Background: an optimization exercise with open tools, aiming at small area. Do not read the settings as production practice. RTL that was checked went through simulation tests only; none was proved equivalent to the original. Only the layout flow was run in run 5; the RTL was not checked for function there. No activity file was given, so power comes from the tool's default toggle rates.

## config.mk

```make
export PLATFORM = sky130hd
export DESIGN_NAME = pong_top
export DESIGN_NICKNAME = pong_top
export VERILOG_FILES = /design/flow/design.v
export SDC_FILE = /design/flow/constraint.sdc
export NUM_CORES = 4
export LEC_CHECK = 0
export CAP_MARGIN = 20
export CORE_MARGIN = 2
export CORE_UTILIZATION = 40
export SLEW_MARGIN = 20
```

## constraint.sdc

```tcl
create_clock -name core_clock -period 10.0 [get_ports {clk}]
set_input_delay 2.0000 -clock core_clock [delete_from_list [all_inputs] [get_ports {clk}]]
set_output_delay 2.0000 -clock core_clock [all_outputs]
set_load 0.01 [all_outputs]
```

## design.v

```verilog
`timescale 1ns / 1ps
module AISO(reset, clk, reset_S);
    input           reset, clk;
    output  wire    reset_S;
    reg             Qmeta, Qok;
    always @ (posedge reset, posedge clk)
        if (reset) {Qmeta,Qok} <= 2'b0;
        else       {Qmeta,Qok} <= {1'b1,Qmeta};
    assign reset_S = ~Qok;
endmodule
`timescale 1ns / 1ps
module pulsegeneration(reset, clk, tick);
    input               clk, reset;
    output              tick;
    localparam [19:0] END  = 20'h41653;
    localparam [19:0] MASK = 20'hBFFFF;
    reg  [19:0] q;
    wire        clr = reset | tick;
    assign tick = ((q & MASK) == (END & MASK));
    always @(posedge clk)
        q <= {~(q[18:0] | {19{clr}}), ~(clr | (q[19] ^ q[16]))};
endmodule
`timescale 1ns / 1ps
module DBstatemachine(reset, clk, sw, m_tick, out);
    input           clk, reset;
    input           sw, m_tick;
    output reg      out;
    reg     [1:0]   cnt;
    wire            diff = sw ^ out;
    always @(posedge clk)
        if (reset) begin
            out <= 1'b0;
            cnt <= 2'd0;
        end else if (!diff)
            cnt <= 2'd0;
        else if (cnt == 2'd0)
            cnt <= 2'd1;
        else if (m_tick) begin
            cnt <= cnt + 2'd1;
            if (cnt == 2'd3) out <= ~out;
        end
endmodule
`timescale 1ns / 1ps
module debounce (reset, clk, tick, button_in, db_signal);
    input               reset, clk, tick, button_in;
    output              db_signal;
    DBstatemachine
        statemachine    (.reset(reset), .clk(clk), .sw(button_in),
                         .m_tick(tick), .out(db_signal));
endmodule
`timescale 1ns / 1ps
module pong_graph_animate(clk, rst, btn, video_on, pixel_x, pixel_y, graph_rgb);
    input                clk, rst;
    input        [1:0]   btn;
    input                video_on;
    input        [9:0]   pixel_x, pixel_y;
    output       [11:0]  graph_rgb;
    reg     [8:0]   pad;
    reg     [9:0]   bx, by;
    reg             vi, vx, vy;
    wire    [8:0]   pad_n;
    wire    [9:0]   bx_n, by_n;
    wire            vi_n, vx_n, vy_n;
    graph_core core(.btn(btn), .video_on(video_on), .pixel_x(pixel_x), .pixel_y(pixel_y),
                    .pad(pad), .bx(bx), .by(by), .vi(vi), .vx(vx), .vy(vy),
                    .graph_rgb(graph_rgb), .pad_n(pad_n), .bx_n(bx_n), .by_n(by_n),
                    .vi_n(vi_n), .vx_n(vx_n), .vy_n(vy_n));
    always @(posedge clk, posedge rst)
        if (rst) begin
            pad <= 9'd102;
            bx  <= 10'd0;
            by  <= 10'd0;
        end else begin
            pad <= pad_n;
            bx  <= bx_n;
            by  <= by_n;
        end
    always @(posedge clk)
        if (rst) begin
            vi <= 1'b1; vx <= 1'b1; vy <= 1'b0;
        end else begin
            vi <= vi_n; vx <= vx_n; vy <= vy_n;
        end
endmodule
module graph_core(btn, video_on, pixel_x, pixel_y, pad, bx, by, vi, vx, vy,
                  graph_rgb, pad_n, bx_n, by_n, vi_n, vx_n, vy_n);
    input        [1:0]   btn;
    input                video_on;
    input        [9:0]   pixel_x, pixel_y;
    input        [8:0]   pad;
    input        [9:0]   bx, by;
    input                vi, vx, vy;
    output       [11:0]  graph_rgb;
    output reg   [8:0]   pad_n;
    output       [9:0]   bx_n, by_n;
    output reg           vi_n, vx_n, vy_n;
    function ge10;
        input [9:0] x;
        input [9:0] k;
        integer i;
        reg g;
        begin
            g = 1'b1;
            for (i = 0; i < 10; i = i + 1)
                g = k[i] ? (x[i] & g) : (x[i] | g);
            ge10 = g;
        end
    endfunction
    function nob10;
        input [9:0] a;
        input [9:0] b;
        integer i;
        reg g;
        begin
            g = 1'b1;
            for (i = 0; i < 10; i = i + 1)
                g = (a[i] & ~b[i]) | (~(a[i] ^ b[i]) & g);
            nob10 = g;
        end
    endfunction
    function [9:0] step10;
        input [9:0] x;
        input       en, up2, down;
        integer i;
        reg c;
        begin
            step10[0] = x[0] ^ (en & ~up2);
            c = en & (up2 | (x[0] ^ down));
            for (i = 1; i < 10; i = i + 1) begin
                step10[i] = x[i] ^ c;
                c = c & (x[i] ^ (down & ~up2));
            end
        end
    endfunction
    wire refr = (pixel_y == 10'd481) && (pixel_x == 10'd0);
    wire pad_dn = btn[1] & ~ge10({1'b0, pad}, 10'd203);
    wire pad_up = ~pad_dn & btn[0] & ge10({1'b0, pad}, 10'd2);
    wire pen = refr & (pad_dn | pad_up);
    reg pc;
    integer j;
    always @* begin
        pc = pen;
        for (j = 0; j < 9; j = j + 1) begin
            pad_n[j] = pad[j] ^ pc;
            pc = pc & (pad[j] ^ pad_up);
        end
    end
    assign bx_n = step10(bx, refr, vi, vx);
    assign by_n = step10(by, refr, vi & vx, vy);
    wire top  = (by == 10'd0);
    wire bot  = ge10(by, 10'd473) & ~ge10(by, 10'd1017);
    wire wall = ~ge10(bx, 10'd36);
    wire hitx = (bx[9:2] == 8'd148) & (bx[1:0] != 2'd0) | (bx == 10'd596);
    wire [9:0] byb = by + 10'd7;
    wire hity = nob10(byb, {pad, 1'b0}) & ~ge10(by, 10'd1017) &
                nob10({pad, 1'b0} + 10'd71, by);
    always @* begin
        vi_n = vi; vx_n = vx; vy_n = vy;
        if (top) begin
            vy_n = 1'b0;
            if (vi) vx_n = 1'b0;
        end else if (bot) begin
            vy_n = 1'b1;
            if (vi) vx_n = 1'b0;
        end else if (wall) begin
            vi_n = 1'b0; vx_n = 1'b0;
        end else if (hitx && hity) begin
            vi_n = 1'b0; vx_n = 1'b1;
        end
    end
    wire wall_on = (pixel_x[9:2] == 8'd8);                   
    wire paddle_on = (pixel_x[9:2] == 8'd150) &&
                     nob10(pixel_y, {pad, 1'b0}) &&
                     nob10({pad, 1'b0} + 10'd71, pixel_y);
    wire xin = nob10(pixel_x, bx) & ~ge10(bx, 10'd1017) & nob10(bx + 10'd7, pixel_x);
    wire yin = nob10(pixel_y, by) & ~ge10(by, 10'd1017) & nob10(by + 10'd7, pixel_y);
    wire [2:0] c = pixel_x[2:0] - bx[2:0];
    wire [2:0] r = pixel_y[2:0] - by[2:0];
    reg rom_bit;
    always @*
        case (r)
            3'd0, 3'd7: rom_bit = (c >= 3'd2) && (c <= 3'd5);
            3'd1, 3'd6: rom_bit = (c >= 3'd1) && (c <= 3'd6);
            default:    rom_bit = 1'b1;
        endcase
    wire ball_on = xin & yin & rom_bit;
    assign graph_rgb = !video_on ? 12'h000 :
                       wall_on   ? 12'h00f :
                       paddle_on ? 12'h0f0 :
                       ball_on   ? 12'hf00 : 12'haaa;
endmodule
`timescale 1ns / 1ps
module pong_top(clk, rst, btn, video_on, pixel_x, pixel_y, rgb);
    input           clk, rst;
    input    [1:0]  btn;
    input           video_on;
    input    [9:0]  pixel_x, pixel_y;
    output  [11:0]  rgb;
    wire            reset_S;
    wire            tick;
    wire     [1:0]  button;
    AISO
        AISO(.reset(rst), .clk(clk), .reset_S(reset_S));
    pulsegeneration
        pulse(.reset(reset_S), .clk(clk), .tick(tick));
    debounce
          d0(.reset(reset_S), .clk(clk), .tick(tick), .button_in(btn[0]), .db_signal(button[0]));
    debounce
          d1(.reset(reset_S), .clk(clk), .tick(tick), .button_in(btn[1]), .db_signal(button[1]));
    pong_graph_animate
         GRAPH(.clk(clk),
               .rst(reset_S),
               .btn(button),
               .video_on(video_on),
               .pixel_x(pixel_x),
               .pixel_y(pixel_y),
               .graph_rgb(rgb)
               );
endmodule
```

## flow/run.sh

```bash
#!/bin/bash
# Own layout flow: the standard flow (standard.sh) with
#  - synthesis by the standard flow's synthesis script, but Yosys's abc pass given an
#    area-oriented ABC script (abc.script) and no full/half-adder extraction;
#  - port buffers of the smallest buffer cell;
#  - clock tree synthesis without dummy loads.
# Every tool's output goes to a log file in the work folder (and ORFS's own
# logs under orfs/logs).
set -euo pipefail
W=$PWD
export FLOW_ABC_SCRIPT=$W/flow/abc.script
EXTRA="SYNTH_SCRIPT=$W/flow/synth.tcl ADDER_MAP_FILE="
EXTRA="$EXTRA BUFFER_PORTS_ARGS='-buffer_cell sky130_fd_sc_hd__buf_1'"
EXTRA="$EXTRA CTS_ARGS='-sink_clustering_enable -repair_clock_nets -dont_use_dummy_load'"
sed -e "s|SYNTH_SCRIPT=[^ ]*|$EXTRA|" standard.sh > own_standard.sh
bash own_standard.sh synth > synth.log 2>&1
bash own_standard.sh finish > layout.log 2>&1
```

## flow/abc.script

```
strash
dc2
balance
rewrite
refactor
balance
rewrite
rewrite -z
balance
refactor -z
rewrite -z
balance
dch -f
map -a
mfs2
strash
dch -f
map -a
```

## flow/synth.tcl

```tcl
# The standard flow's synthesis script (synth_recipe.tcl), with Yosys's abc pass run on
# an area-oriented ABC script instead of ORFS's speed script.
proc synth {args} { yosys synth -nofsm -noshare {*}$args }
proc abc {args} {
  set i [lsearch -exact $args -script]
  if {$i >= 0} { lset args [expr {$i + 1}] $::env(FLOW_ABC_SCRIPT) }
  yosys abc {*}$args
}
source $::env(SCRIPTS_DIR)/synth.tcl
# left out here: clear keep_hierarchy, flatten, clean up, hide names made inside functions, write 1_2_yosys.v
```

## standard.sh

```bash
#!/bin/bash
# synth_recipe.tcl (not shown) runs the flow's synth.tcl, then flattens the netlist and writes it again
# the make line also repeats each setting of config.mk as NAME=value (left out here)
make -C /OpenROAD-flow-scripts/flow DESIGN_CONFIG=/design/flow/config.mk WORK_HOME=/design/flow/orfs CLKGATE_MAP_FILE= SYNTH_SCRIPT=/design/flow/synth_recipe.tcl "${@:-finish}"
```

==> results of run 1 <==
[state kept, by name, indices dropped and copies added, names as in the netlist]
register,flops
pulse.q,20
GRAPH.bx,10
GRAPH.by,10
GRAPH.pad,9
d0.statemachine.cnt,2
d1.statemachine.cnt,2
AISO.Qmeta,1
AISO.Qok,1
GRAPH.vi,1
GRAPH.vx,1
GRAPH.vy,1
d0.statemachine.out,1
d1.statemachine.out,1
[cells by family after synthesis]
logic type	after synthesis	synth area share (%)
xor gates and xnor gates	35	7.80
buffers and inverters	114	11.5
DFF	60	34.6
other	1	0.0954
and+or+nand+nor	254	26.7
AOI/OAI and AO/OA	121	19.3
[path summary, 6_finish.rpt]
path,start,end,slack (ns)
worst max-delay path,pixel_x[2],rgb[8],3.44
worst max register to register,GRAPH.by[1]$_DFF_PN0_,GRAPH.vi$_SDFFE_PN1P_,6.84
min in group core_clock,AISO.Qmeta$_DFF_PP0_,AISO.Qok$_DFF_PP0_,0.35
worst min register to register,AISO.Qok$_DFF_PP0_,GRAPH.by[6]$_DFF_PN0_,0.27
worst min-delay path,AISO.Qok$_DFF_PP0_,GRAPH.by[6]$_DFF_PN0_,0.27
max in group asynchronous,rst,AISO.Qok$_DFF_PP0_,8.42
[metrics by stage]
step	hold WS (ns)	power, W	area, sq um	instances
after global routing	0.316	0.000481	4320	758
after floorplan	0.331	0.000281	3930	585
after global placement	0.303	0.000296	4190	749
after detailed placement	0.306	0.000297	4200	749
after CTS	0.291	0.000463	4320	758
final	0.275	0.000457	4320	758
[metal layers]
metal,up-vias,share of wire [%],routed length (microns)
li1,2029,-,-
met2,72,45,4610
met5,-,0,0
met4,0,0.76,78
met3,8,4.0,405
met1,1840,50,5140
[area by class of cell]
cell class | count | area [sq um] | share of cell area, %
clock buffers | 9 | 124 | 2.87
well taps | 133 | 166 | 3.85
flip-flops and latches | 60 | 1360 | 31.5
repair buffers | 37 | 143 | 3.30
inverters | 108 | 405 | 9.38
multi-input cells | 411 | 2120 | 49.1
[layout by cell type, fill, tap and decap left out, types with 3 or more instances in the layout]
cell type	n
sky130_fd_sc_hd__a22oi_1	10
sky130_fd_sc_hd__xor2_1	33
sky130_fd_sc_hd__a21oi_1	31
sky130_fd_sc_hd__o21ai_0	26
sky130_fd_sc_hd__a221oi_1	5
sky130_fd_sc_hd__o2111ai_1	4
sky130_fd_sc_hd__dfstp_2	4
sky130_fd_sc_hd__nand2_1	63
sky130_fd_sc_hd__nor3b_1	3
sky130_fd_sc_hd__o22ai_1	23
sky130_fd_sc_hd__dfxtp_1	29
sky130_fd_sc_hd__dfrtp_1	27
sky130_fd_sc_hd__clkbuf_8	9
sky130_fd_sc_hd__o221ai_1	8
sky130_fd_sc_hd__nor3_1	23
sky130_fd_sc_hd__clkinv_1	108
sky130_fd_sc_hd__buf_1	36
sky130_fd_sc_hd__nor4_1	6
sky130_fd_sc_hd__nand3_1	11
sky130_fd_sc_hd__a31oi_1	3
sky130_fd_sc_hd__nand4_1	8
sky130_fd_sc_hd__nor2_1	138
[power by group]
| group | total (W) | leakage, nW | switching, W | internal (W) |
|---|---|---|---|---|
| Sequential | 0.000251 | 0.603 | 0.00000326 | 0.000248 |
| Clock | 0.000164 | 0.0647 | 0.0000844 | 0.0000800 |
| Combinational | 0.0000413 | 1.05 | 0.0000275 | 0.0000138 |
==> qor.csv, run 1 <==
metric,value,unit
avgRoutedWirePerCell,13.5,microns
synth_top_cell_area_share,17.2,%
grt_antenna_before_repair,0,
die_width,103,microns
max_freq,153,MHz
drc,0,
synth_seq_cells,60,
critical_path_data_required_time,8.00,ns
post-route-worst-setup-slack,3.44,ns
grt_setup_unrepaired,no,
power-per-cell-area,106,mW/mm^2
worst-path-buf-inv,5,
grt_usage,20.2,%
die_area,0.0106,sq mm
yosysWarningCount,5,
crit_arrival,4.56,ns
clock_insertion_delay_worst_skew,0.34,ns
crit_path_end_kind,output port,
total_via_count_in_the_routed_design,3949,
core.rowCount,36,
tritoncts.num_buffers,9,
timing_hold_violations_final,0,
place.port_buffers,36,
clockBufferDepth,2,
detailedPlace.worstSlack,3.50,ns
yosys.area.top_type,sky130_fd_sc_hd__dfrtp_1,
clkSinkCount,60,
cts_tree,yes,
grt.busiest_layer,met2,
synth-async-reset-ratio,51.7,%
syn_area,0.00393,sq mm
dominant_cell_by_count_in_the_synthesized_netlist,sky130_fd_sc_hd__nor2_1,
global_route.usage.met3,4.00,%
run_status,no timing/DRC/antenna violations,
initial_utilization,40.8,%
via_per_inst,5.21,
timing_worst_slew_pin_value,0.717,ns
gpl.final_weighted_congestion,0.886,
min-delay-path-class,reg -> async,
syn_area_per_cell,6.72,sq um
syn2layout_area_growth,9.96,%
final_layout_size_suffix_gt1_share,3.04,%
met1_usage,28.3,%
final.setup.tns,0,ns
finalCritPeriodShare,65.6,%
yosysSeqAreaShare,34.6,%
design.final.nets,652,
die_h,103,microns
totalWireLength,10200,microns
cts_resized,0,
detailed_placement_hpwl,8090,microns
peakVddDrop,0.0000660,V
final-max-slew-violation-count,0,
clock-skew-final,0.0282,ns
starting_drc_count_in_detailed_routing,245,
grt_start_max_net_pins,36,
critical_path_class,in -> out,
timing.critical_path.cells,"buf_1, clkinv_1, nand2_1, nand2_1, or2_2, nand2_1, clkinv_1, nand2_1, clkinv_1, o21ai_0, nand2_1, nor4_1, nand2_1, a31oi_1, nand3_1, nor3_1, buf_1",
cp_slowest_cell,sky130_fd_sc_hd__or2_2,
rr_worst_depth,19,
postSynthNetCount,610,
timing.critical_path.slowest_cell_delay,0.30,ns
detailedRoute.firstPassIterationCount,4,
drtAntennaViolNets,0,
synth_edf_count,0,
grt-ovfl-total,0,
slew-limit-headroom,52.2,%
fillCellCount,1048,
post-route-min-period,6.56,ns
crit_path_start_kind,primary input,
setup_viol,0,
number_of_instances_in_the_synthesized_netlist,585,
cp_common_cell,sky130_fd_sc_hd__nand2_1,
postSynth.topFlopCell,sky130_fd_sc_hd__dfxtp_1,
vias_in_the_first_global_route,3564,
postLayoutCoreUtil,44.8,%
clk_pin_slew,0.08,ns
drv_cap,0,
clock_tree.root_cell,sky130_fd_sc_hd__clkbuf_8,
clock_tree.htree_level_count,3,
postCtsHoldBufs,0,
groute.layer.met2.usage,32.3,%
cts_setup_buffers,0,
n_diodes,0,
ys_top_cells_by_count,"sky130_fd_sc_hd__nor2_1 (138), sky130_fd_sc_hd__clkinv_1 (108), sky130_fd_sc_hd__nand2_1 (63)",
grt_pass1_wl,16800,microns
cp_num_cells,17,
crit_path_max_fanout,6,
core_area,0.00964,sq mm
synth.top_cells.by_area,"sky130_fd_sc_hd__dfrtp_1 (17%), sky130_fd_sc_hd__dfxtp_1 (15%), sky130_fd_sc_hd__nor2_1 (13%)",
leakage,1.72,nW
number_of_library_cell_types_mapped_by_synthesis,33,
num_io_pins,37,
worst_path_dominant_cell_family,simple AND/OR/NAND/NOR gates,
==> inputs of run 2 (changes only) <==
==> run.sh (new file) <==
#!/bin/bash
# synth_recipe.tcl (not shown) runs the flow's synth.tcl, then flattens the netlist and writes it again
# the make line also repeats each setting of config.mk as NAME=value (left out here)
make -C /OpenROAD-flow-scripts/flow DESIGN_CONFIG=/design/flow/config.mk WORK_HOME=/design/flow/orfs CLKGATE_MAP_FILE= SYNTH_SCRIPT=/design/flow/synth_recipe.tcl finish
removed: flow/run.sh
removed: flow/abc.script
removed: flow/synth.tcl
removed: standard.sh
==> run 2 against run 1 <==
Effect of this change:
- still clean
- wire length grew 21%
- sequential share of layout area shrank 8.8 points
- first-iteration DRC count shrank 16%
- fmax shrank 8.0%
- clock power grew 120%
- sequential cell count is the same
- non-clock buffer count is the same
- final cell count grew 7.7%
==> qor.csv, run 2 <==
metric,value,unit
timing_worst_slew_pin_value,0.614,ns
cp_slowest_cell,sky130_fd_sc_hd__clkdlybuf4s50_1,
grt_antenna_before_repair,0,
number_of_instances_in_the_synthesized_netlist,618,
clkSinkCount,60,
clock_insertion_delay_worst_skew,0.33,ns
clock-skew-final,0.00584,ns
synth_top_cell_area_share,19.2,%
synth-adder-area-share,20.0,%
final_layout_size_suffix_gt1_share,5.75,%
yosysSeqAreaShare,26.1,%
clk_pin_slew,0.05,ns
slew-limit-headroom,59.1,%
syn2layout_area_growth,15.2,%
final-max-slew-violation-count,0,
starting_drc_count_in_detailed_routing,205,
synth-simple-area-share,19.3,%
grt_start_max_net_pins,35,
run_status,no timing/DRC/antenna violations,
critical_path_data_required_time,8.00,ns
detailedRoute.firstPassIterationCount,6,
postSynthNetCount,725,
core.rowCount,41,
clockBufferDepth,2,
grt-ovfl-total,0,
design.final.nets,746,
cts_setup_buffers,0,
worst-path-buf-inv,4,
synth-async-reset-ratio,51.7,%
crit_arrival,5.13,ns
die_width,118,microns
totalWireLength,12400,microns
regMostFlops,pulse.q,
syn_area,0.00522,sq mm
drv_cap,0,
n_diodes,0,
drc,0,
grt_usage,18.6,%
die_area,0.0140,sq mm
timing_hold_violations_final,0,
synth.top_cells.by_area,"sky130_fd_sc_hd__ha_1 (19%), sky130_fd_sc_hd__dfrtp_1 (13%), sky130_fd_sc_hd__dfxtp_1 (11%)",
power-per-cell-area,113,mW/mm^2
syn_area_per_cell,8.44,sq um
via_per_inst,5.26,
critical_path_class,in -> out,
yosys.area.top_type,sky130_fd_sc_hd__ha_1,
clock_tree.root_cell,sky130_fd_sc_hd__clkbuf_16,
worst_path_dominant_cell_family,buffers and inverters,
setup_viol,0,
core_area,0.0127,sq mm
total_via_count_in_the_routed_design,4292,
initial_utilization,41.2,%
gpl.final_weighted_congestion,0.928,
synth_edf_count,0,
tritoncts.num_buffers,9,
drtAntennaViolNets,0,
crit_path_end_kind,output port,
post-route-min-period,7.13,ns
grt_pass1_wl,20700,microns
detailed_placement_hpwl,10200,microns
met1_usage,23.7,%
dpl_cell_area,0.00564,sq mm
leakage,2.57,nW
post-route-worst-setup-slack,2.87,ns
avgRoutedWirePerCell,15.2,microns
place.port_buffers,36,
die_h,118,microns
dominant_cell_by_count_in_the_synthesized_netlist,sky130_fd_sc_hd__ha_1,
finalCritPeriodShare,71.3,%
grt_setup_unrepaired,no,
fin_area,0.00601,sq mm
most_frequent_cells_in_the_layout,"sky130_fd_sc_hd__ha_1 (80), sky130_fd_sc_hd__inv_1 (68), sky130_fd_sc_hd__nor2_1 (63)",
peakVddDrop,0.0000844,V
crit_path_start_kind,primary input,
final.setup.tns,0,ns
cts_tree,yes,
timing.critical_path.cells,"clkdlybuf4s50_1, inv_1, ha_1, inv_1, fa_1, xor2_1, o211a_1, o21ai_0, nand3_1, nor4_1, and2_1, clkdlybuf4s50_1",
global_route.usage.met3,3.47,%
vias_in_the_first_global_route,4258,
postCtsHoldBufs,0,
min-delay-path-class,reg -> async,
timing.critical_path.slowest_cell_delay,0.54,ns
layout_commonest_cell,sky130_fd_sc_hd__ha_1,
synth_compound_area_share,13.7,%
num_io_pins,37,
clock_tree.htree_level_count,3,
synth_xor_xnor_area_share,11.4,%
detailedPlace.worstSlack,2.87,ns
synth.mux.area_fraction,1.56,%
number_of_library_cell_types_mapped_by_synthesis,63,
synth_seq_cells,60,
synth_top_family_by_area,adder cells,
ys_top_cells_by_count,"sky130_fd_sc_hd__ha_1 (80), sky130_fd_sc_hd__inv_1 (68), sky130_fd_sc_hd__nor2_1 (63)",
cts_resized,0,
grt.busiest_layer,met2,
total_power,0.000682,W
yosysWarningCount,5,
reg.largest.list,"pulse.q: 20 flops, GRAPH.bx: 10 flops, GRAPH.by: 10 flops",
max_freq,140,MHz
groute.layer.met2.usage,31.3,%
crit_path_max_fanout,3,
rrSetupSlack,6.89,ns
largest_register_ffs,20,
postSynth.topFlopCell,sky130_fd_sc_hd__dfxtp_1,
holdWs,0.275,ns
## run 2: cell count changes in the layout (fill, tap and decap cells not counted), moves of 24 or more
cell                              change
sky130_fd_sc_hd__ha_1                +80
sky130_fd_sc_hd__inv_1               +68
sky130_fd_sc_hd__clkinv_1           -108
sky130_fd_sc_hd__clkdlybuf4s50_1     +36
sky130_fd_sc_hd__xnor2_1             +57
sky130_fd_sc_hd__nor2_1              -75
sky130_fd_sc_hd__xor2_1              -24
sky130_fd_sc_hd__buf_1               -36
## run 2: logic make-up (layout without fill, tap and decap cells)
family,count (synthesis),count (layout)
xor gates and xnor gates,68,68
AOI/OAI and AO/OA,105,105
and+or+nand+nor,199,199
buffers and inverters,95,121
muxes,8,8
other,1,1
DFF,60,60
adders and majority gates,82,82
## run 2: area by class of cell
class	instances	area, sq um
fillers	1253	6660
multi-input cells	463	3440
flip-flops and latches	60	1360
repair buffers	37	368
clock buffers	14	305
inverters	68	255
well taps	172	215
clock inverters	2	60.1
## run 2: worst paths after layout
| path | cells after the start | end | startpoint |
|---|---|---|---|
| max | 12 | rgb[10] | pixel_y[0] |
| min | 1 | GRAPH.pad[7]$_DFF_PN0_ | AISO.Qok$_DFF_PP0_ |
| max reg2reg | 10 | GRAPH.vx$_SDFFE_PN1P_ | GRAPH.pad[1]$_DFF_PN1_ |
| min reg2reg | 1 | GRAPH.pad[7]$_DFF_PN0_ | AISO.Qok$_DFF_PP0_ |
| max in group asynchronous | 2 | AISO.Qmeta$_DFF_PP0_ | rst |
| min in group core_clock | 0 | AISO.Qok$_DFF_PP0_ | AISO.Qmeta$_DFF_PP0_ |
## run 2: worst reg2reg max path, stage by stage, from the launching register on
cell and delay, ns:
sky130_fd_sc_hd__dfstp_2 0.60, sky130_fd_sc_hd__inv_1 0.15, sky130_fd_sc_hd__ha_1 0.25, sky130_fd_sc_hd__xnor2_1 0.26, sky130_fd_sc_hd__ha_1 0.30, sky130_fd_sc_hd__a211o_1 0.29, sky130_fd_sc_hd__a31oi_1 0.19, sky130_fd_sc_hd__o21ai_0 0.15
sky130_fd_sc_hd__a211oi_1 0.36, sky130_fd_sc_hd__nor4_1 0.11, sky130_fd_sc_hd__a221o_1 0.33
## run 2: power breakdown
group          switching, W  internal [W]  leakage, nW
logic             0.0000335     0.0000300         1.80
clock network      0.000105      0.000260        0.180
registers        0.00000429      0.000249        0.593
total              0.000143      0.000539         2.57
## run 2: metal layers
layer | vias to the layer above | routed length (microns)
met1 | 2043 | 5810
met4 | 0 | 206
met3 | 17 | 416
met5 | - | 0
met2 | 72 | 5990
li1 | 2160 | -
## run 2: per-stage QoR
stage               util [%]  cells
finish                  47.4    816
global route            47.4    816
CTS                     47.4    816
detailed placement      44.5    800
global placement        44.5    800
floorplan                  -    618
==> inputs of run 3 (changes only) <==
--- a/design.v
+++ b/design.v
@@ -55,10 +55,10 @@
     input                video_on;
     input        [9:0]   pixel_x, pixel_y;
     output       [11:0]  graph_rgb;
-    reg     [8:0]   pad;
+    reg     [7:0]   pad;
     reg     [9:0]   bx, by;
     reg             vi, vx, vy;
-    wire    [8:0]   pad_n;
+    wire    [7:0]   pad_n;
     wire    [9:0]   bx_n, by_n;
     wire            vi_n, vx_n, vy_n;
     graph_core core(.btn(btn), .video_on(video_on), .pixel_x(pixel_x), .pixel_y(pixel_y),
@@ -67,7 +67,7 @@
                     .vi_n(vi_n), .vx_n(vx_n), .vy_n(vy_n));
     always @(posedge clk, posedge rst)
         if (rst) begin
-            pad <= 9'd102;
+            pad <= 8'd102;
             bx  <= 10'd0;
             by  <= 10'd0;
         end else begin
@@ -87,13 +87,27 @@
     input        [1:0]   btn;
     input                video_on;
     input        [9:0]   pixel_x, pixel_y;
-    input        [8:0]   pad;
+    input        [7:0]   pad;
     input        [9:0]   bx, by;
     input                vi, vx, vy;
     output       [11:0]  graph_rgb;
-    output reg   [8:0]   pad_n;
+    output       [7:0]   pad_n;
     output       [9:0]   bx_n, by_n;
     output reg           vi_n, vx_n, vy_n;
+    function [10:0] sub10;
+        input [9:0] a;
+        input [9:0] b;
+        integer i;
+        reg w;
+        begin
+            w = 1'b0;
+            for (i = 0; i < 10; i = i + 1) begin
+                sub10[i] = a[i] ^ b[i] ^ w;
+                w = (~a[i] & b[i]) | (~(a[i] ^ b[i]) & w);
+            end
+            sub10[10] = w;
+        end
+    endfunction
     function ge10;
         input [9:0] x;
         input [9:0] k;
@@ -104,18 +118,6 @@
             for (i = 0; i < 10; i = i + 1)
                 g = k[i] ? (x[i] & g) : (x[i] | g);
             ge10 = g;
-        end
-    endfunction
-    function nob10;
-        input [9:0] a;
-        input [9:0] b;
-        integer i;
-        reg g;
-        begin
-            g = 1'b1;
-            for (i = 0; i < 10; i = i + 1)
-                g = (a[i] & ~b[i]) | (~(a[i] ^ b[i]) & g);
-            nob10 = g;
         end
     endfunction
     function [9:0] step10;
@@ -133,27 +135,22 @@
         end
     endfunction
     wire refr = (pixel_y == 10'd481) && (pixel_x == 10'd0);
-    wire pad_dn = btn[1] & ~ge10({1'b0, pad}, 10'd203);
-    wire pad_up = ~pad_dn & btn[0] & ge10({1'b0, pad}, 10'd2);
+    wire pad_dn = btn[1] & ~ge10({2'b0, pad}, 10'd203);
+    wire pad_up = ~pad_dn & btn[0] & ge10({2'b0, pad}, 10'd2);
     wire pen = refr & (pad_dn | pad_up);
-    reg pc;
-    integer j;
-    always @* begin
-        pc = pen;
-        for (j = 0; j < 9; j = j + 1) begin
-            pad_n[j] = pad[j] ^ pc;
-            pc = pc & (pad[j] ^ pad_up);
-        end
-    end
+    wire [9:0] pad_s = step10({2'b0, pad}, pen, 1'b0, pad_up);
+    assign pad_n = pad_s[7:0];
     assign bx_n = step10(bx, refr, vi, vx);
     assign by_n = step10(by, refr, vi & vx, vy);
     wire top  = (by == 10'd0);
     wire bot  = ge10(by, 10'd473) & ~ge10(by, 10'd1017);
     wire wall = ~ge10(bx, 10'd36);
     wire hitx = (bx[9:2] == 8'd148) & (bx[1:0] != 2'd0) | (bx == 10'd596);
-    wire [9:0] byb = by + 10'd7;
-    wire hity = nob10(byb, {pad, 1'b0}) & ~ge10(by, 10'd1017) &
-                nob10({pad, 1'b0} + 10'd71, by);
+    wire [10:0] qd = sub10({1'b0, by[9:1]}, {2'b0, pad});
+    wire [9:0] q = qd[9:0];
+    wire q_lo = (q[9:6] == 4'd0) & (~q[5] | (q[4:2] == 3'd0));
+    wire q_neg = (q[9:2] == 8'hff) & ((q[1:0] != 2'd0) | by[0]);
+    wire hity = q_lo | q_neg;
     always @* begin
         vi_n = vi; vx_n = vx; vy_n = vy;
         if (top) begin
@@ -169,13 +166,15 @@
         end
     end
     wire wall_on = (pixel_x[9:2] == 8'd8);                   
-    wire paddle_on = (pixel_x[9:2] == 8'd150) &&
-                     nob10(pixel_y, {pad, 1'b0}) &&
-                     nob10({pad, 1'b0} + 10'd71, pixel_y);
-    wire xin = nob10(pixel_x, bx) & ~ge10(bx, 10'd1017) & nob10(bx + 10'd7, pixel_x);
-    wire yin = nob10(pixel_y, by) & ~ge10(by, 10'd1017) & nob10(by + 10'd7, pixel_y);
-    wire [2:0] c = pixel_x[2:0] - bx[2:0];
-    wire [2:0] r = pixel_y[2:0] - by[2:0];
+    wire [10:0] pd = sub10({1'b0, pixel_y[9:1]}, {2'b0, pad});
+    wire paddle_on = (pixel_x[9:2] == 8'd150) & ~pd[10] & (pd[9:6] == 4'd0) &
+                     (~pd[5] | (pd[4:2] == 3'd0));
+    wire [10:0] dx = sub10(pixel_x, bx);
+    wire [10:0] dy = sub10(pixel_y, by);
+    wire xin = ~dx[10] & (dx[9:3] == 7'd0) & ~((bx[9:3] == 7'h7f) & (bx[2:0] != 3'd0));
+    wire yin = ~dy[10] & (dy[9:3] == 7'd0) & ~((by[9:3] == 7'h7f) & (by[2:0] != 3'd0));
+    wire [2:0] c = dx[2:0];
+    wire [2:0] r = dy[2:0];
     reg rom_bit;
     always @*
         case (r)
==> flow/run.sh (new file) <==
#!/bin/bash
# Own layout flow: the standard flow (standard.sh) with
#  - synthesis by the standard flow's synthesis script, but Yosys's abc pass given an
#    area-oriented ABC script (abc.script) and no full/half-adder extraction;
#  - port buffers of the smallest buffer cell;
#  - clock tree synthesis without dummy loads.
# Every tool's output goes to a log file in the work folder (and ORFS's own
# logs under orfs/logs).
set -euo pipefail
W=$PWD
export FLOW_ABC_SCRIPT=$W/flow/abc.script
EXTRA="SYNTH_SCRIPT=$W/flow/synth.tcl ADDER_MAP_FILE="
EXTRA="$EXTRA BUFFER_PORTS_ARGS='-buffer_cell sky130_fd_sc_hd__buf_1'"
EXTRA="$EXTRA CTS_ARGS='-sink_clustering_enable -repair_clock_nets -dont_use_dummy_load'"
sed -e "s|SYNTH_SCRIPT=[^ ]*|$EXTRA|" standard.sh > own_standard.sh
bash own_standard.sh synth > synth.log 2>&1
bash own_standard.sh finish > layout.log 2>&1
==> flow/abc.script (new file) <==
strash
dc2
balance
rewrite
refactor
balance
rewrite
rewrite -z
balance
refactor -z
rewrite -z
balance
dch -f
amap
==> flow/synth.tcl (new file) <==
# The standard flow's synthesis script (synth_recipe.tcl), with Yosys's abc pass run on
# an area-oriented ABC script instead of ORFS's speed script.
proc synth {args} { yosys synth -nofsm -noshare {*}$args }
proc abc {args} {
  set i [lsearch -exact $args -script]
  if {$i >= 0} { lset args [expr {$i + 1}] $::env(FLOW_ABC_SCRIPT) }
  yosys abc {*}$args
}
source $::env(SCRIPTS_DIR)/synth.tcl
# left out here: clear keep_hierarchy, flatten, clean up, hide names made inside functions, write 1_2_yosys.v
==> standard.sh (new file) <==
#!/bin/bash
# synth_recipe.tcl (not shown) runs the flow's synth.tcl, then flattens the netlist and writes it again
# the make line also repeats each setting of config.mk as NAME=value (left out here)
make -C /OpenROAD-flow-scripts/flow DESIGN_CONFIG=/design/flow/config.mk WORK_HOME=/design/flow/orfs CLKGATE_MAP_FILE= SYNTH_SCRIPT=/design/flow/synth_recipe.tcl "${@:-finish}"
removed: run.sh
==> run 3 against run 2 <==
Effect of this change:
- still clean
- sequential share of layout area grew 12 points
- design area shrank 35%
- global-route usage grew 0.28 points
- die area shrank 31%
- wire length shrank 29%
- synthesized cell count shrank 19%
- utilization shrank 2.4 points
==> qor.csv, run 3 <==
metric,value,unit
slew-limit-headroom,41.2,%
synth_compound_area_share,28.8,%
min-delay-path-class,reg -> async,
power-per-cell-area,115,mW/mm^2
critical_path_data_required_time,8.00,ns
tritoncts.num_buffers,9,
synth_xor_xnor_area_share,0,%
final-seq-area,0.00134,sq mm
totalWireLength,8880,microns
synth.mux.area_fraction,0,%
synth_edf_count,0,
crit_path_start_kind,primary input,
timing_worst_slew_pin_value,0.879,ns
die_width,98.0,microns
avgRoutedWirePerCell,13.7,microns
synth_top_family_by_area,compound AO/OA/AOI/OAI gates,
syn_area_per_cell,7.07,sq um
gpl.final_weighted_congestion,0.892,
clockBufferDepth,2,
syn_area,0.00353,sq mm
crit_path_end_kind,output port,
synth-simple-area-share,25.0,%
post-route-worst-setup-slack,3.07,ns
cts_resized,0,
ys_top_cells_by_count,"sky130_fd_sc_hd__nor2_1 (127), sky130_fd_sc_hd__clkinv_1 (66), sky130_fd_sc_hd__o21ai_0 (45)",
via_per_inst,5.45,
postSynth.topFlopCell,sky130_fd_sc_hd__dfxtp_1,
run_status,no timing/DRC/antenna violations,
synth_top_cell_area_share,18.4,%
leakage,1.35,nW
detailed_placement_hpwl,6980,microns
clock-skew-final,0.0183,ns
number_of_instances_in_the_synthesized_netlist,500,
finalCritPeriodShare,69.3,%
place.port_buffers,36,
synth-async-reset-ratio,50.8,%
total_via_count_in_the_routed_design,3534,
drc,0,
largest_register_ffs,20,
clock_tree.root_cell,sky130_fd_sc_hd__clkbuf_8,
grt_usage,18.9,%
die_h,98.0,microns
peakVddDrop,0.0000758,V
regMostFlops,pulse.q,
design.final.nets,567,
fillCellCount,902,
die_area,0.00960,sq mm
drtAntennaViolNets,0,
crit_path_max_fanout,4,
initial_utilization,40.9,%
grt_start_max_net_pins,35,
grt_pass1_wl,14600,microns
detailedRoute.firstPassIterationCount,5,
number_of_library_cell_types_mapped_by_synthesis,35,
timing_hold_violations_final,0,
drv_cap,0,
detailedPlace.worstSlack,2.90,ns
clk_pin_slew,0.07,ns
post-route-min-period,6.93,ns
yosysSeqAreaShare,37.8,%
cts_tree,yes,
critical_path_class,in -> out,
yosys.area.top_type,sky130_fd_sc_hd__dfrtp_1,
core_area,0.00864,sq mm
postSynthNetCount,525,
grt-ovfl-total,0,
n_diodes,0,
final_layout_size_suffix_gt1_share,2.59,%
multi_input_area,0.00191,sq mm
synth_seq_cells,59,
syn2layout_area_growth,10.1,%
clock_insertion_delay_worst_skew,0.33,ns
max_freq,144,MHz
num_io_pins,37,
reg.largest.list,"pulse.q: 20 flops, GRAPH.bx: 10 flops, GRAPH.by: 10 flops",
synth-adder-area-share,0,%
crit_arrival,4.93,ns
synth.top_cells.by_area,"sky130_fd_sc_hd__dfrtp_1 (18%), sky130_fd_sc_hd__dfxtp_1 (16%), sky130_fd_sc_hd__nor2_1 (13%)",
vias_in_the_first_global_route,3215,
final-max-slew-violation-count,0,
setup_viol,0,
cts_setup_buffers,0,
core.rowCount,34,
yosysWarningCount,5,
clkSinkCount,59,
most_frequent_cells_in_the_layout,"sky130_fd_sc_hd__nor2_1 (127), sky130_fd_sc_hd__clkinv_1 (66), sky130_fd_sc_hd__o21ai_0 (45)",
dominant_cell_by_count_in_the_synthesized_netlist,sky130_fd_sc_hd__nor2_1,
clock_tree.htree_level_count,3,
starting_drc_count_in_detailed_routing,217,
layout_commonest_cell,sky130_fd_sc_hd__nor2_1,
postCtsHoldBufs,0,
grt_setup_unrepaired,no,
final.setup.tns,0,ns
grt_antenna_before_repair,0,
## run 3: cell count changes after synthesis, moves of 10 or more
cell / change
sky130_fd_sc_hd__o21ai_0: +10
sky130_fd_sc_hd__a22oi_1: +11
sky130_fd_sc_hd__nand2_1: -11
sky130_fd_sc_hd__o221ai_1: +11
sky130_fd_sc_hd__clkinv_1: +66
sky130_fd_sc_hd__o22ai_1: +20
sky130_fd_sc_hd__nor2_1: +64
sky130_fd_sc_hd__xnor2_1: -59
sky130_fd_sc_hd__ha_1: -80
sky130_fd_sc_hd__inv_1: -68
sky130_fd_sc_hd__nand3_1: -12
## run 3: power breakdown
part           internal, W  switching, W
Sequential        0.000244    0.00000325
Combinational    0.0000138     0.0000254
Clock            0.0000799     0.0000822
Total             0.000338      0.000111
## run 3: per-stage QoR
stage / total power, W / util [%] / instances / hold WS (ns) / instance area (sq um)
after global placement: 0.000290 / 43.6 / 639 / 0.292 / 3770
after global routing: 0.000469 / 45.1 / 648 / 0.326 / 3890
after floorplan: 0.000277 / - / 500 / 0.331 / 3530
after CTS: 0.000454 / 45.0 / 648 / 0.302 / 3890
final: 0.000448 / 45.1 / 648 / 0.278 / 3890
after detailed placement: 0.000291 / 43.6 / 639 / 0.295 / 3770
## run 3: metal layers
metal	wire (microns)	track usage [%]	part of all wire [%]
met1	4350	25.4	49
met2	3930	30.0	44
met3	406	3.79	4.6
met4	195	7.59	2.2
met5	0	0	0
## run 3: final timing paths
path	startpoint	to	slack (ns)	depth (start not counted)
setup / recovery	pixel_y[2]	rgb[3]	3.07	16
hold / removal	AISO.Qok$_DFF_PP0_	GRAPH.pad[7]$_DFF_PN0_	0.28	1
setup reg to reg	GRAPH.pad[3]$_DFF_PN0_	GRAPH.pad[7]$_DFF_PN0_	6.35	14
hold reg to reg	AISO.Qok$_DFF_PP0_	GRAPH.pad[7]$_DFF_PN0_	0.28	1
max in group asynchronous	rst	AISO.Qok$_DFF_PP0_	8.44	2
min in group core_clock	AISO.Qmeta$_DFF_PP0_	AISO.Qok$_DFF_PP0_	0.35	0
## run 3: final cells by class
cell class	instances	area share (%)
Inverter	66	6.37
Clock buffer	9	3.18
Sequential cell	59	34.3
Tap cell	108	3.47
Multi-Input combinational cell	369	49.0
Timing Repair Buffer	37	3.67
## run 3: cells by family after synthesis
| logic type | after synthesis |
|---|---|
| compound gates | 162 |
| buf+inv | 72 |
| flops | 59 |
| other cells | 1 |
| simple gates | 206 |
## run 3: worst max-delay path, stage by stage
cell and delay (ns):
sky130_fd_sc_hd__buf_1 0.14, sky130_fd_sc_hd__clkinv_1 0.12, sky130_fd_sc_hd__o21ai_0 0.28, sky130_fd_sc_hd__o22ai_1 0.13, sky130_fd_sc_hd__and2_0 0.17, sky130_fd_sc_hd__nor2_1 0.11
sky130_fd_sc_hd__or2_0 0.15, sky130_fd_sc_hd__o21ai_0 0.11, sky130_fd_sc_hd__nand2_1 0.09, sky130_fd_sc_hd__o21a_1 0.12, sky130_fd_sc_hd__a31o_1 0.09, sky130_fd_sc_hd__o21ai_0 0.08
sky130_fd_sc_hd__a2111oi_1 0.71, sky130_fd_sc_hd__clkinv_1 0.21, sky130_fd_sc_hd__a31o_1 0.28, sky130_fd_sc_hd__buf_1 0.13
==> inputs of run 4 (changes only) <==
--- a/flow/run.sh
+++ b/flow/run.sh
@@ -11,7 +11,7 @@
 export FLOW_ABC_SCRIPT=$W/flow/abc.script
 EXTRA="SYNTH_SCRIPT=$W/flow/synth.tcl ADDER_MAP_FILE="
 EXTRA="$EXTRA BUFFER_PORTS_ARGS='-buffer_cell sky130_fd_sc_hd__buf_1'"
-EXTRA="$EXTRA CTS_ARGS='-sink_clustering_enable -repair_clock_nets -dont_use_dummy_load'"
+EXTRA="$EXTRA CTS_ARGS='-sink_clustering_enable -sink_clustering_size 30 -sink_clustering_max_diameter 80 -buf_list sky130_fd_sc_hd__clkbuf_4 -repair_clock_nets -dont_use_dummy_load'"
 sed -e "s|SYNTH_SCRIPT=[^ ]*|$EXTRA|" standard.sh > own_standard.sh
 bash own_standard.sh synth > synth.log 2>&1
 bash own_standard.sh finish > layout.log 2>&1
==> run 4 against run 3 <==
Effect of this change:
- fmax up 0.74%
- critical endpoint unchanged
- synthesized cell count unchanged
- clock-buffer cell count unchanged
- worst hold slack improved by 0.0042 ns
- combinational power about the same
- register-to-register slack about the same
- wire length shrank 0.48%
- global-route usage is 0.075 points lower
- non-clock buffer count did not move
- area after synthesis did not move
- sequential cell count stayed put
==> qor.csv, run 4 <==
metric,value,unit
vias_in_the_first_global_route,3183,
synth_top_cell_area_share,18.4,%
number_of_library_cell_types_mapped_by_synthesis,35,
detailedRoute.firstPassIterationCount,5,
reg.largest.list,"pulse.q: 20 flops, GRAPH.bx: 10 flops, GRAPH.by: 10 flops",
max_freq,145,MHz
timing_hold_violations_final,0,
core.rowCount,34,
postSynthNetCount,525,
peakVddDrop,0.0000693,V
gpl.final_weighted_congestion,0.892,
dominant_cell_by_count_in_the_synthesized_netlist,sky130_fd_sc_hd__nor2_1,
detailed_placement_hpwl,6980,microns
worst-path-buf-inv,4,
placed_cells,639,
crit_path_max_fanout,4,
largest_register_ffs,20,
power.share.combinational,9.7,%
core_area,0.00864,sq mm
cp_common_cell,sky130_fd_sc_hd__o21ai_0,
synth-async-reset-ratio,50.8,%
ys_top_cells_by_count,"sky130_fd_sc_hd__nor2_1 (127), sky130_fd_sc_hd__clkinv_1 (66), sky130_fd_sc_hd__o21ai_0 (45)",
via_per_inst,5.44,
endpoint_of_the_most_critical_setup_path,rgb[3],
clock-skew-final,0.0270,ns
grt_pass1_wl,14600,microns
cts_resized,0,
leakage,1.32,nW
grt-ovfl-total,0,
finish.cell_count_without_fillers,648,
synth_edf_count,0,
drc,0,
layout_commonest_cell,sky130_fd_sc_hd__nor2_1,
finalCritPeriodShare,68.8,%
place.port_buffers,36,
avgRoutedWirePerCell,13.6,microns
crit_arrival,4.88,ns
grt_usage,18.8,%
post-route-min-period,6.88,ns
clkSinkCount,59,
synth_seq_cells,59,
tritoncts.num_buffers,9,
setup_viol,0,
yosysWarningCount,5,
dpl_cell_area,0.00377,sq mm
design.final.nets,567,
number_of_instances_in_the_synthesized_netlist,500,
syn2layout_area_growth,8.53,%
postCtsHoldBufs,0,
final.setup.tns,0,ns
fillCellCount,905,
power_switching,0.000105,W
critical_path_class,in -> out,
yosysSeqAreaShare,37.8,%
num_io_pins,37,
total_via_count_in_the_routed_design,3528,
most_frequent_cells_in_the_layout,"sky130_fd_sc_hd__nor2_1 (127), sky130_fd_sc_hd__clkinv_1 (66), sky130_fd_sc_hd__o21ai_0 (45)",
crit_path_start_kind,primary input,
regMostFlops,pulse.q,
grt_setup_unrepaired,no,
run_status,no timing/DRC/antenna violations,
synth.top_cells.by_area,"sky130_fd_sc_hd__dfrtp_1 (18%), sky130_fd_sc_hd__dfxtp_1 (16%), sky130_fd_sc_hd__nor2_1 (13%)",
die_h,98.0,microns
totalWireLength,8840,microns
power_report.internal_total,0.000299,W
rrSetupSlack,6.36,ns
worst_path_dominant_cell_family,compound AO/OA/AOI/OAI gates,
slew-limit-headroom,44.6,%
fin_area,0.00383,sq mm
clockBufferDepth,2,
setup.worst_path.start,pixel_y[2],
clock_tree.root_cell,sky130_fd_sc_hd__clkbuf_4,
share_clk_of_total_power,29.3,%
timing.critical_path.cells,"buf_1, clkinv_1, o21ai_0, o22ai_1, and2_0, nor2_1, or2_0, o21ai_0, nand2_1, o21a_1, a31o_1, o21ai_0, a2111oi_1, clkinv_1, a31o_1, buf_1",
grt_antenna_before_repair,0,
drtAntennaViolNets,0,
crit_path_end_kind,output port,
timing.critical_path.slowest_cell_delay,0.67,ns
final-max-slew-violation-count,0,
die_area,0.00960,sq mm
critical_path_data_required_time,8.00,ns
r2r_start,GRAPH.pad[3]$_DFF_PN0_,
initial_utilization,40.9,%
min-delay-path-class,reg -> async,
power.switching_fraction,26.1,%
yosys.area.top_type,sky130_fd_sc_hd__dfrtp_1,
grt_start_max_net_pins,35,
cp_slowest_cell,sky130_fd_sc_hd__a2111oi_1,
syn_area,0.00353,sq mm
die_width,98.0,microns
clock_tree.htree_level_count,3,
syn_area_per_cell,7.07,sq um
final_layout_size_suffix_gt1_share,2.59,%
p_seq_share,61.0,%
rr_worst_depth,14,
power-per-cell-area,105,mW/mm^2
clock_insertion_delay_worst_skew,0.39,ns
cp_num_cells,16,
starting_drc_count_in_detailed_routing,193,
timing_worst_slew_pin_value,0.829,ns
clk_pin_slew,0.10,ns
postSynth.topFlopCell,sky130_fd_sc_hd__dfxtp_1,
drv_cap,0,
n_diodes,0,
cts_setup_buffers,0,
worstReg2RegEnd,GRAPH.pad[7]$_DFF_PN0_,
cts_tree,yes,
==> run 4: cell count changes in the layout (fill, tap and decap cells not counted) <==
cell / before / now
sky130_fd_sc_hd__clkbuf_8: 9 / 0
sky130_fd_sc_hd__clkbuf_4: 0 / 9
==> run 4: worst min-delay path by stage <==
stage	to	slack (ns)	cells after the start
CTS	GRAPH.by[8]$_DFF_PN0_	0.31	1
floorplan	AISO.Qok$_DFF_PP0_	0.33	0
global route	GRAPH.by[8]$_DFF_PN0_	0.33	1
global placement	GRAPH.by[4]$_DFF_PN0_	0.29	1
finish	GRAPH.by[4]$_DFF_PN0_	0.28	1
detailed placement	GRAPH.by[4]$_DFF_PN0_	0.29	1
==> run 4: kinds of logic after synthesis <==
| kind of cell | Yosys count | synth area share, % |
|---|---|---|
| DFF | 59 | 37.8 |
| other | 1 | 0.106 |
| buffers and inverters | 72 | 8.29 |
| and+or+nand+nor | 206 | 25.0 |
| AOI/OAI and AO/OA | 162 | 28.8 |
==> run 4: area by class of cell <==
class | instances | area (sq um) | share of cell area [%]
sequential | 59 | 1340 | 34.8
clock buffer | 9 | 67.6 | 1.76
inverter | 66 | 248 | 6.46
timing repair buffer | 37 | 143 | 3.72
multi-input combinational | 369 | 1910 | 49.7
tap | 108 | 135 | 3.52
==> run 4: power groups by stage <==
stage               clock, W  sequential (W)  combinational (W)
floorplan                  0        0.000253          0.0000243
finish              0.000119        0.000247          0.0000391
global route        0.000133        0.000248          0.0000443
CTS                 0.000124        0.000247          0.0000393
detailed placement         0        0.000252          0.0000391
global placement           0        0.000252          0.0000385
==> run 4: metrics by stage <==
| stage | utilization [%] | hold WS [ns] | setup WS, ns | power [W] |
|---|---|---|---|---|
| 2_1_floorplan | - | 0.331 | 3.50 | 0.000277 |
| 3_3_place_gp | 43.6 | 0.292 | 2.98 | 0.000290 |
| 3_5_place_dp | 43.6 | 0.295 | 2.90 | 0.000291 |
| 4_1_cts | 44.4 | 0.306 | 2.87 | 0.000410 |
| 5_1_grt | 44.4 | 0.327 | 2.61 | 0.000425 |
| 6_report | 44.4 | 0.282 | 3.12 | 0.000405 |
==> run 4: worst reg2reg max path: stages (launching register included) <==
cell                       delay, ns
sky130_fd_sc_hd__dfrtp_1        0.45
sky130_fd_sc_hd__clkinv_1       0.21
sky130_fd_sc_hd__o21ai_0        0.26
sky130_fd_sc_hd__a31oi_1        0.14
sky130_fd_sc_hd__or2_0          0.26
sky130_fd_sc_hd__a41oi_1        0.60
sky130_fd_sc_hd__nor2_1         0.11
sky130_fd_sc_hd__nor2_1         0.21
sky130_fd_sc_hd__o221ai_1       0.22
sky130_fd_sc_hd__nor2_1         0.25
sky130_fd_sc_hd__o221ai_1       0.22
sky130_fd_sc_hd__nor2_1         0.24
sky130_fd_sc_hd__o221ai_1       0.17
sky130_fd_sc_hd__nor2_1         0.14
sky130_fd_sc_hd__a21oi_1        0.05
==> run 4: routing by layer <==
| layer | track usage [%] | part of all wire [%] | vias to the layer above |
|---|---|---|---|
| li1 | - | - | 1847 |
| met1 | 25.3 | 48 | 1568 |
| met2 | 30.2 | 45 | 94 |
| met3 | 4.22 | 5.8 | 19 |
| met4 | 6.30 | 2.2 | 0 |
| met5 | 0 | 0 | - |
==> inputs of run 5 (changes only) <==
--- a/design.v
+++ b/design.v
@@ -169,10 +169,28 @@
     wire [10:0] pd = sub10({1'b0, pixel_y[9:1]}, {2'b0, pad});
     wire paddle_on = (pixel_x[9:2] == 8'd150) & ~pd[10] & (pd[9:6] == 4'd0) &
                      (~pd[5] | (pd[4:2] == 3'd0));
-    wire [10:0] dx = sub10(pixel_x, bx);
-    wire [10:0] dy = sub10(pixel_y, by);
-    wire xin = ~dx[10] & (dx[9:3] == 7'd0) & ~((bx[9:3] == 7'h7f) & (bx[2:0] != 3'd0));
-    wire yin = ~dy[10] & (dy[9:3] == 7'd0) & ~((by[9:3] == 7'h7f) & (by[2:0] != 3'd0));
+    function inrange;
+        input [9:0] a;       
+        input [9:0] b;       
+        input       w;       
+        integer i;
+        reg c, ok;
+        begin
+            c = w;
+            ok = 1'b1;
+            for (i = 3; i < 10; i = i + 1) begin
+                ok = ok & ~(a[i] ^ b[i] ^ c);
+                c = b[i] & ~a[i];
+            end
+            inrange = ok & ~c & ~((b[9:3] == 7'h7f) & (b[2:0] != 3'd0));
+        end
+    endfunction
+    wire [10:0] dxl = sub10({7'd0, pixel_x[2:0]}, {7'd0, bx[2:0]});
+    wire [10:0] dyl = sub10({7'd0, pixel_y[2:0]}, {7'd0, by[2:0]});
+    wire xin = inrange(pixel_x, bx, dxl[10]);
+    wire yin = inrange(pixel_y, by, dyl[10]);
+    wire [10:0] dx = dxl;
+    wire [10:0] dy = dyl;
     wire [2:0] c = dx[2:0];
     wire [2:0] r = dy[2:0];
     reg rom_bit;
--- a/flow/run.sh
+++ b/flow/run.sh
@@ -11,7 +11,7 @@
 export FLOW_ABC_SCRIPT=$W/flow/abc.script
 EXTRA="SYNTH_SCRIPT=$W/flow/synth.tcl ADDER_MAP_FILE="
 EXTRA="$EXTRA BUFFER_PORTS_ARGS='-buffer_cell sky130_fd_sc_hd__buf_1'"
-EXTRA="$EXTRA CTS_ARGS='-sink_clustering_enable -sink_clustering_size 30 -sink_clustering_max_diameter 80 -buf_list sky130_fd_sc_hd__clkbuf_4 -repair_clock_nets -dont_use_dummy_load'"
+EXTRA="$EXTRA CTS_ARGS='-sink_clustering_enable -sink_clustering_size 60 -sink_clustering_max_diameter 300 -buf_list sky130_fd_sc_hd__clkbuf_8 -repair_clock_nets -dont_use_dummy_load'"
 sed -e "s|SYNTH_SCRIPT=[^ ]*|$EXTRA|" standard.sh > own_standard.sh
 bash own_standard.sh synth > synth.log 2>&1
 bash own_standard.sh finish > layout.log 2>&1
==> run 5 against run 4 <==
Effect of this change:
- still clean
- sequential share of layout area is 0.27 points lower
- worst hold slack worse by 0.018 ns
- first-iteration DRC count is 17% lower
- design area is 0.78% higher
- area after synthesis is 0.92% lower
- worst setup slack better by 0.44 ns
- critical path type unchanged
- largest cell class unchanged
==> qor.csv, run 5 <==
metric,value,unit
post-route-min-period,6.44,ns
grt-ovfl-total,0,
post-route-worst-setup-slack,3.56,ns
clockBufferDepth,2,
grt_antenna_before_repair,0,
num_io_pins,37,
clock-skew-final,0.0314,ns
synth_seq_cells,59,
grt_start_max_net_pins,35,
ys_top_cells_by_count,"sky130_fd_sc_hd__nor2_1 (110), sky130_fd_sc_hd__clkinv_1 (69), sky130_fd_sc_hd__o21ai_0 (48)",
dominant_cell_by_count_in_the_synthesized_netlist,sky130_fd_sc_hd__nor2_1,
number_of_instances_in_the_synthesized_netlist,487,
regMostFlops,pulse.q,
finalCritPeriodShare,64.4,%
postLayoutCoreUtil,45.0,%
rr_worst_depth,22,
drv_cap,0,
clock_tree.root_cell,sky130_fd_sc_hd__clkbuf_8,
syn_area,0.00350,sq mm
clk_pin_slew,0.08,ns
detailedRoute.firstPassIterationCount,5,
clkSinkCount,59,
synth-async-reset-ratio,50.8,%
slew-limit-headroom,61.5,%
drc,0,
total_power,0.000452,W
gpl.final_weighted_congestion,0.884,
yosysWarningCount,5,
cts_setup_buffers,0,
largest_register_ffs,20,
cts_resized,0,
leakage,1.34,nW
synth_edf_count,0,
die_width,97.6,microns
grt_pass1_wl,15200,microns
grt_usage,19.4,%
initial_utilization,40.7,%
syn_area_per_cell,7.19,sq um
cts_tree,yes,
power-per-cell-area,117,mW/mm^2
critical_path_data_required_time,8.00,ns
vias_in_the_first_global_route,3285,
peakVddDrop,0.0000731,V
timing_hold_violations_final,0,
tritoncts.num_buffers,9,
final.setup.tns,0,ns
timing.critical_path.slowest_cell_delay,0.33,ns
postSynth.topFlopCell,sky130_fd_sc_hd__dfxtp_1,
grt_setup_unrepaired,no,
final_layout_size_suffix_gt1_share,2.84,%
starting_drc_count_in_detailed_routing,161,
crit_path_start_kind,primary input,
worstReg2RegEnd,GRAPH.vx$_SDFFE_PN1P_,
timing_worst_slew_pin_value,0.574,ns
final-seq-area,0.00134,sq mm
crit_arrival,4.44,ns
postCtsHoldBufs,0,
yosys.area.top_type,sky130_fd_sc_hd__dfrtp_1,
final-max-slew-violation-count,0,
avgRoutedWirePerCell,13.7,microns
drtAntennaViolNets,0,
design.final.nets,555,
die_h,97.6,microns
clock_tree.htree_level_count,3,
via_per_inst,5.52,
cp_slowest_cell,sky130_fd_sc_hd__o221ai_1,
syn2layout_area_growth,10.4,%
fillCellCount,915,
core_area,0.00859,sq mm
core.rowCount,34,
run_status,no timing/DRC/antenna violations,
detailed_placement_hpwl,6910,microns
max_freq,155,MHz
synth.top_cells.by_area,"sky130_fd_sc_hd__dfrtp_1 (19%), sky130_fd_sc_hd__dfxtp_1 (17%), sky130_fd_sc_hd__nor2_1 (12%)",
min-delay-path-class,reg -> async,
postSynthNetCount,512,
place.port_buffers,36,
number_of_library_cell_types_mapped_by_synthesis,41,
n_diodes,0,
crit_path_end_kind,output port,
clock_insertion_delay_worst_skew,0.34,ns
rrSetupSlack,6.65,ns
reg.largest.list,"pulse.q: 20 flops, GRAPH.bx: 10 flops, GRAPH.by: 10 flops",
totalWireLength,8700,microns
layout_commonest_cell,sky130_fd_sc_hd__nor2_1,
critical_path_class,in -> out,
die_area,0.00952,sq mm
total_via_count_in_the_routed_design,3509,
multi_input_area,0.00186,sq mm
synth_top_cell_area_share,18.6,%
detailedPlace.worstSlack,3.60,ns
setup_viol,0,
timing.critical_path.cells,"buf_1, clkinv_1, o21ai_0, nor2_1, a21oi_1, nor2_1, a21oi_1, or2_0, o21ai_0, nand2_1, o21ai_0, o221ai_1, clkinv_1, nor2_1, and2_0, buf_1",
yosysSeqAreaShare,38.2,%
r2r_start,GRAPH.pad[1]$_DFF_PN1_,
crit_path_max_fanout,4,
most_frequent_cells_in_the_layout,"sky130_fd_sc_hd__nor2_1 (110), sky130_fd_sc_hd__clkinv_1 (69), sky130_fd_sc_hd__o21ai_0 (48)",
[run 5: cell types whose count changed after synthesis, sizes merged, moves of 3 or more]
cell,change
o21ai,+3
nor2,-17
a2111oi,-3
o22ai,-7
nand2,+5
nor3,-4
clkinv,+3
o21bai,+3
o2111ai,+3
[run 5: cell type report]
| type | count | share of cell area (%) |
|---|---|---|
| Tap cell | 108 | 3.50 |
| Multi-Input combinational cell | 353 | 48.1 |
| Inverter | 69 | 6.70 |
| Timing Repair Buffer | 38 | 3.88 |
| Sequential cell | 59 | 34.6 |
| Clock buffer | 9 | 3.20 |
[run 5: cells by family after synthesis]
| family | synth area share, % |
|---|---|
| compound gates | 29.8 |
| buf+inv | 8.68 |
| flops | 38.2 |
| other cells | 0.107 |
| simple gates | 23.2 |
[run 5: how the worst max path moves through the flow]
stage / start / endpoint / slack (ns) / depth (start not counted)
after floorplan: pixel_y[2] / rgb[10] / 3.90 / 15
after global placement: pixel_y[2] / rgb[10] / 3.70 / 15
after detailed placement: pixel_y[2] / rgb[10] / 3.60 / 16
after CTS: pixel_y[2] / rgb[10] / 3.58 / 16
after global routing: pixel_y[2] / rgb[8] / 3.10 / 16
final: pixel_y[2] / rgb[10] / 3.56 / 16
[run 5: worst max-delay path, delay by kind of cell]
kind | cells | cell delay (ns)
compound gates | 6 | 1.09
simple gates | 6 | 0.75
buf+inv | 4 | 0.60
[run 5: layer usage]
metal	up-vias	part of all wire [%]	global-route usage, %
li1	1821	-	-
met1	1589	48	25.4
met2	86	45	31.5
met3	13	5.7	5.04
met4	0	1.6	6.20
met5	-	0	0
[run 5: per-stage QoR]
step / hold slack, ns / instance area, sq um / std cells
final: 0.264 / 3860 / 636
after global routing: 0.312 / 3860 / 636
after CTS: 0.292 / 3860 / 636
after detailed placement: 0.305 / 3740 / 627
after global placement: 0.295 / 3740 / 627
after floorplan: 0.331 / 3500 / 487
[run 5: power by group]
group,switching (W),internal (W),total [W]
clock,0.0000823,0.0000798,0.000162
sequential,0.00000365,0.000244,0.000248
combinational,0.0000272,0.0000146,0.0000418
total,0.000113,0.000339,0.000452

==> what the ideal ports hide <==
In the flow no input, the clock included, has a driving cell. The finished layouts below were timed again as built, in two steps. Step 1 assumes that a clkbuf_16 drives the clock port and a buf_2 every other input. Step 2 moves the port delays by t, midway between the first and last clock arrival at a register: inputs arrive t later, outputs are due t later. That takes back most of the time a late clock gives input paths. Three values: ideal ports, drivers, drivers and shift; two values: the first two.
run | t, ns | setup WS [ns] | hold WS [ns] | worst setup path at the end
run 1 | 0.358 | 3.443 / 3.417 / 3.417 | 0.275 / 0.275 / 0.275 | input to output
run 2 | 0.370 | 2.873 / 2.851 / 2.851 | 0.275 / 0.275 / 0.275 | input to output
run 3 | 0.355 | 3.070 / 3.042 / 3.042 | 0.278 / 0.278 / 0.278 | input to output
run 4 | 0.403 | 3.121 / 3.093 / 3.093 | 0.282 / 0.282 / 0.282 | input to output
run 5 | 0.358 | 3.561 / 3.534 / 3.534 | 0.264 / 0.264 / 0.264 | input to output
After both steps every run listed still meets setup and hold.
